What follows belongs to an exercise in optimizing a design on an open flow for small area; a production flow would make more cautious choices.
In this exercise RTL edits were held to simulation tests only and were not proved equivalent to the original.
Power is estimated from default activity; no workload was simulated.

== run G ==
==> flow/design.v <==
`timescale 1ns / 1ps
`timescale 1ns / 1ps
`timescale 1ns / 1ps
`timescale 1ns / 1ps
`timescale 1ns / 1ps
`timescale 1ns / 1ps
`timescale 1ns / 1ps
`timescale 1ns / 1ps
`timescale 1ns / 1ps
`timescale 1ns / 1ps
`timescale 1ns / 1ps
`timescale 1ns / 1ps
`timescale 1ns / 1ps
`timescale 1ns / 1ps
`timescale 1ns / 1ps
`timescale 1ns / 1ps
module top_module(
    input mclk,
    input [15:0] sw,
    input rst,
    input press,
    output [6:0] seg,
    output [3:0] an
);
    reg [3:0] dc;
    reg pe;
    always @(posedge mclk) begin
        if (rst) begin dc <= 4'd0; pe <= 1'b0; end
        else begin
            pe <= dc[3] & dc[1];
            case (dc)
                4'd8:  dc <= press ? 4'd11 : 4'd10;
                4'd9, 4'd11: dc <= press ? 4'd9 : 4'd0;
                4'd10: dc <= press ? 4'd1 : 4'd0;
                default: dc <= press ? dc + 4'd1 : 4'd0;
            endcase
        end
    end
    reg [6:0] t;
    wire tz = (t[5:0] == 6'd0);
    wire last = t[6] & tz;
    wire start = pe & tz;
    always @(posedge mclk) begin
        if (rst) t <= 7'd0;
        else if (start) t <= 7'b1100010;
        else t <= {t[5:0], (t[6] ^ t[5]) & ~tz};
    end
    localparam CNT = 2'd0, SUB = 2'd1, MUL = 2'd2, DIV = 2'd3;
    wire [3:0] a = sw[3:0];
    wire [3:0] b = sw[7:4];
    wire [2:0] op = sw[15:13];
    reg [3:0] ra, rb;
    reg [4:0] ones;
    reg [3:0] tens;
    reg [1:0] hund;
    reg [1:0] mode;
    reg [3:0] lg;
    always @* case (op[1:0])
        2'd0: lg = a & b;
        2'd1: lg = a | b;
        2'd2: lg = a ^ b;
        default: lg = ~a;
    endcase
    wire use_ra = mode[0];                
    wire [3:0] sub_s = use_ra ? ra : 4'd1;
    wire [3:0] add_s = (mode == MUL) ? ra : 4'd1;
    wire [4:0] diff = {1'b0, rb} - {1'b0, sub_s};
    wire fold = (ones >= 5'd10);
    wire ok = ~diff[4] & ~((mode == DIV) & (ra == 4'd0));
    wire step = ~fold & ok & (mode != SUB);
    wire [4:0] sum = ones + (fold ? 5'b10110 : {1'b0, add_s});
    always @(posedge mclk) begin
        if (start) begin
            ra <= b;
            rb <= op[2] ? lg : a;
            mode <= op[2] ? CNT : op[1:0];
            ones <= (op == 3'd0) ? {1'b0, b} : 5'd0;
            tens <= 4'd0;
            hund <= 2'd0;
        end else begin
            if (fold | step) ones <= sum;
            if (fold) begin
                if (tens[3] & tens[0]) begin    
                    tens <= 4'd0; hund <= hund + 2'd1; end
                else tens <= tens + 4'd1;
            end
            if (step | (mode == SUB)) rb <= diff[3:0];
            if (mode == SUB) mode <= CNT;
        end
    end
    reg [9:0] d;
    always @(posedge mclk) begin
        if (rst) d <= 10'd0;
        else if (last) d <= {hund, tens, ones[3:0]};
    end
    reg [9:0] g;
    wire gz = (g[8:0] == 9'd0);
    reg fl;
    reg [1:0] sa;
    always @(posedge mclk) begin
        if (rst) begin g <= 10'd0; fl <= 1'b0; sa <= 2'd0; end
        else begin
            g <= {g[8:0], g[9] ^ g[6] ^ gz};
            fl <= 1'b1;
            if (gz & ~g[9] & fl) sa <= {sa[0], ~sa[1]};    
        end
    end
    reg [3:0] an_r;
    reg [3:0] dig;
    always @* case (sa)
        2'b00: begin an_r = 4'b1110; dig = d[3:0]; end
        2'b01: begin an_r = 4'b0111; dig = 4'd0; end
        2'b11: begin an_r = 4'b1011; dig = {2'b00, d[9:8]}; end
        default: begin an_r = 4'b1101; dig = d[7:4]; end
    endcase
    assign an = an_r;
    reg [6:0] s;
    always @* case (dig)
        4'd0: s = 7'b1000000;
        4'd1: s = 7'b1111001;
        4'd2: s = 7'b0100100;
        4'd3: s = 7'b0110000;
        4'd4: s = 7'b0011001;
        4'd5: s = 7'b0010010;
        4'd6: s = 7'b0000010;
        4'd7: s = 7'b1111000;
        4'd8: s = 7'b0000000;
        4'd9: s = 7'b0010000;
        4'd10: s = 7'b0100100;
        4'd11: s = 7'b0110000;
        4'd12: s = 7'b0011000;
        4'd13: s = 7'b0010010;
        4'd14: s = 7'b0000010;
        default: s = 7'b1111000;
    endcase
    assign seg = s;
endmodule
export LEC_CHECK = 0
export ABC_AREA = 1
export CAP_MARGIN = 20
export CORE_MARGIN = 2
export CORE_UTILIZATION = 40
export SLEW_MARGIN = 20
create_clock -name core_clock -period 10.0 [get_ports {mclk}]
standard.sh (not shown) runs the stock make flow with config.mk's settings and CLKGATE_MAP_FILE= SYNTH_SCRIPT=/design/flow/synth_recipe.tcl, a recipe that flattens the netlist after the stock synthesis.
==> flow/flow/run.sh <==
#!/bin/bash
# Layout flow: the standard ORFS flow (standard.sh), with these changes to
# how the layout is made:
#  - synthesis maps with an area-oriented ABC script (abc_area.script here)
#    and leaves adders to ABC instead of the full/half-adder cells; the
#    registers are the standard synthesis's;
#  - the port buffers are sky130_fd_sc_hd__buf_1;
#  - clock tree synthesis uses clkbuf_4 and no dummy loads; if the routed
#    layout then has a flip-flop clock-pin slew over 115 ps, the clock tree
#    and everything after it are redone with clkbuf_8.
# Each step's full output goes to a log file in this folder.
set -euo pipefail
here=$(pwd)
res="$here/orfs/results/sky130hd/top_module/base"
mkdir -p "$here/synth_scripts"
cp -r "$FLOW_HOME/scripts/." "$here/synth_scripts/"
cp "$here/flow/abc_area.script" "$here/synth_scripts/abc_area.script"
bash standard.sh synth SCRIPTS_DIR="$here/synth_scripts" ADDER_MAP_FILE= > "$here/synth.log" 2>&1

CTS_COMMON="-sink_clustering_enable -repair_clock_nets -dont_use_dummy_load -sink_clustering_size 64 -sink_clustering_max_diameter 300"
PORTS="-buffer_cell sky130_fd_sc_hd__buf_1"
bash standard.sh finish BUFFER_PORTS_ARGS="$PORTS" \
  CTS_ARGS="$CTS_COMMON -buf_list sky130_fd_sc_hd__clkbuf_4" > "$here/layout.log" 2>&1
RES="$res" openroad -no_init -exit "$here/flow/clkslew.tcl" > "$here/clkslew.log" 2>&1
slew=$(awk '/^CLKSLEW/ {print $2}' "$here/clkslew.log")
if [[ -z "$slew" ]] || awk -v s="$slew" 'BEGIN { exit !(s > 115) }'; then
  bash standard.sh clean_cts clean_route clean_finish > "$here/clean.log" 2>&1
  bash standard.sh finish BUFFER_PORTS_ARGS="$PORTS" \
    CTS_ARGS="$CTS_COMMON -buf_list sky130_fd_sc_hd__clkbuf_8" > "$here/layout2.log" 2>&1
  RES="$res" openroad -no_init -exit "$here/flow/clkslew.tcl" > "$here/clkslew2.log" 2>&1
fi
test -f "$here/out/final.def"
Other scripts of this flow, unchanged in this note and not shown: flow/flow/abc_area.script, flow/flow/clkslew.tcl
Edits applied to the flow inputs when going from run G to run B:
-- flow/design.v --
<<< run G, line 23
    output [3:0] an
);
    reg [3:0] dc;
    reg pe;
    always @(posedge mclk) begin
        if (rst) begin dc <= 4'd0; pe <= 1'b0; end
        else begin
            pe <= dc[3] & dc[1];
            case (dc)
                4'd8:  dc <= press ? 4'd11 : 4'd10;
                4'd9, 4'd11: dc <= press ? 4'd9 : 4'd0;
                4'd10: dc <= press ? 4'd1 : 4'd0;
                default: dc <= press ? dc + 4'd1 : 4'd0;
            endcase
        end
    end
    reg [6:0] t;
    wire tz = (t[5:0] == 6'd0);
>>> run B, line 23
    output [3:0] an
);
    reg p1, p2;
    reg [3:0] dc;
    always @(posedge mclk) begin
        if (rst) begin p1 <= 1'b0; p2 <= 1'b0; dc <= 4'd0; end
        else begin
            p1 <= press;
            p2 <= p1;
            if (!p2) dc <= 4'd0;
            else if (dc[3]) dc <= 4'b1001;
            else dc <= dc + 4'd1;
        end
    end
    wire pe = dc[3] & ~dc[0];
    reg [6:0] t;
    wire tz = (t[5:0] == 6'd0);
<<< run G, line 81
            if (fold | step) ones <= sum;
            if (fold) begin
                if (tens[3] & tens[0]) begin    
                    tens <= 4'd0; hund <= hund + 2'd1; end
                else tens <= tens + 4'd1;
            end
>>> run B, line 80
            if (fold | step) ones <= sum;
            if (fold) begin
                if (tens == 4'd9) begin tens <= 4'd0; hund <= hund + 2'd1; end
                else tens <= tens + 4'd1;
            end
<<< run G, line 103
            g <= {g[8:0], g[9] ^ g[6] ^ gz};
            fl <= 1'b1;
            if (gz & ~g[9] & fl) sa <= {sa[0], ~sa[1]};    
        end
    end
>>> run B, line 101
            g <= {g[8:0], g[9] ^ g[6] ^ gz};
            fl <= 1'b1;
            if (gz & ~g[9] & fl) sa <= sa + 2'd1;
        end
    end
<<< run G, line 109
    reg [3:0] dig;
    always @* case (sa)
        2'b00: begin an_r = 4'b1110; dig = d[3:0]; end
        2'b01: begin an_r = 4'b0111; dig = 4'd0; end
        2'b11: begin an_r = 4'b1011; dig = {2'b00, d[9:8]}; end
        default: begin an_r = 4'b1101; dig = d[7:4]; end
    endcase
>>> run B, line 107
    reg [3:0] dig;
    always @* case (sa)
        2'd0: begin an_r = 4'b1110; dig = d[3:0]; end
        2'd1: begin an_r = 4'b0111; dig = 4'd0; end
        2'd2: begin an_r = 4'b1011; dig = {2'b00, d[9:8]}; end
        default: begin an_r = 4'b1101; dig = d[7:4]; end
    endcase
<<< run G, line 126
        4'd7: s = 7'b1111000;
        4'd8: s = 7'b0000000;
        4'd9: s = 7'b0010000;
        4'd10: s = 7'b0100100;
        4'd11: s = 7'b0110000;
        4'd12: s = 7'b0011000;
        4'd13: s = 7'b0010010;
        4'd14: s = 7'b0000010;
        default: s = 7'b1111000;
    endcase
    assign seg = s;
>>> run B, line 124
        4'd7: s = 7'b1111000;
        4'd8: s = 7'b0000000;
        default: s = 7'b0010000;
    endcase
    assign seg = s;
[summary]
Compared run B vs run G, and total internal power is up in run B. [compare] base=run G new=run B: first-pass GRT wire length -about 0.6%; routed wire length moved down; clock tree cell share of total cell area roughly the same. Transition time at the pin with the least slew margin: run B vs run G, no meaningful difference. Looking at run G and run B, the number of global-route vias before repair is a wash. Run B vs run G, final setup slack of the worst path went down by 200 ps. Re die outline area: run G was higher than run B. Diff run G -> run B | worst hold slack | increase of 3.8 ps. Run comparison: run G layer carrying the most global-route usage met1; run B layer carrying the most global-route usage met2. Going from run G to run B, utilization went up; multi-input combinational gate total went down. Compared to run G, run B has non-clock buffer count about 4% higher.

## re-timing with driven ports
In the flow no input, the clock included, has a driving cell. The finished layouts below were timed again as built, in two steps. Step 1 sets driving cells, clkbuf_16 on the clock port and buf_2 on the other inputs (assumed; they add their load-dependent delay and slew). Step 2 moves the port delays by t, midway between the first and last clock arrival at a register: inputs arrive t later, outputs are due t later. That takes back most of the time a late clock gives input paths. Three values: ideal, step 1, step 2; two values: the first two.
run	t (ns)	slack for setup (ns)	clock arrival spread, ns
run G	0.322	5.844 / 5.814 / 6.136	0.031 / 0.031
run B	0.401	5.648 / 5.624 / 6.026	0.017 / 0.017
After both steps every run listed still meets setup and hold.
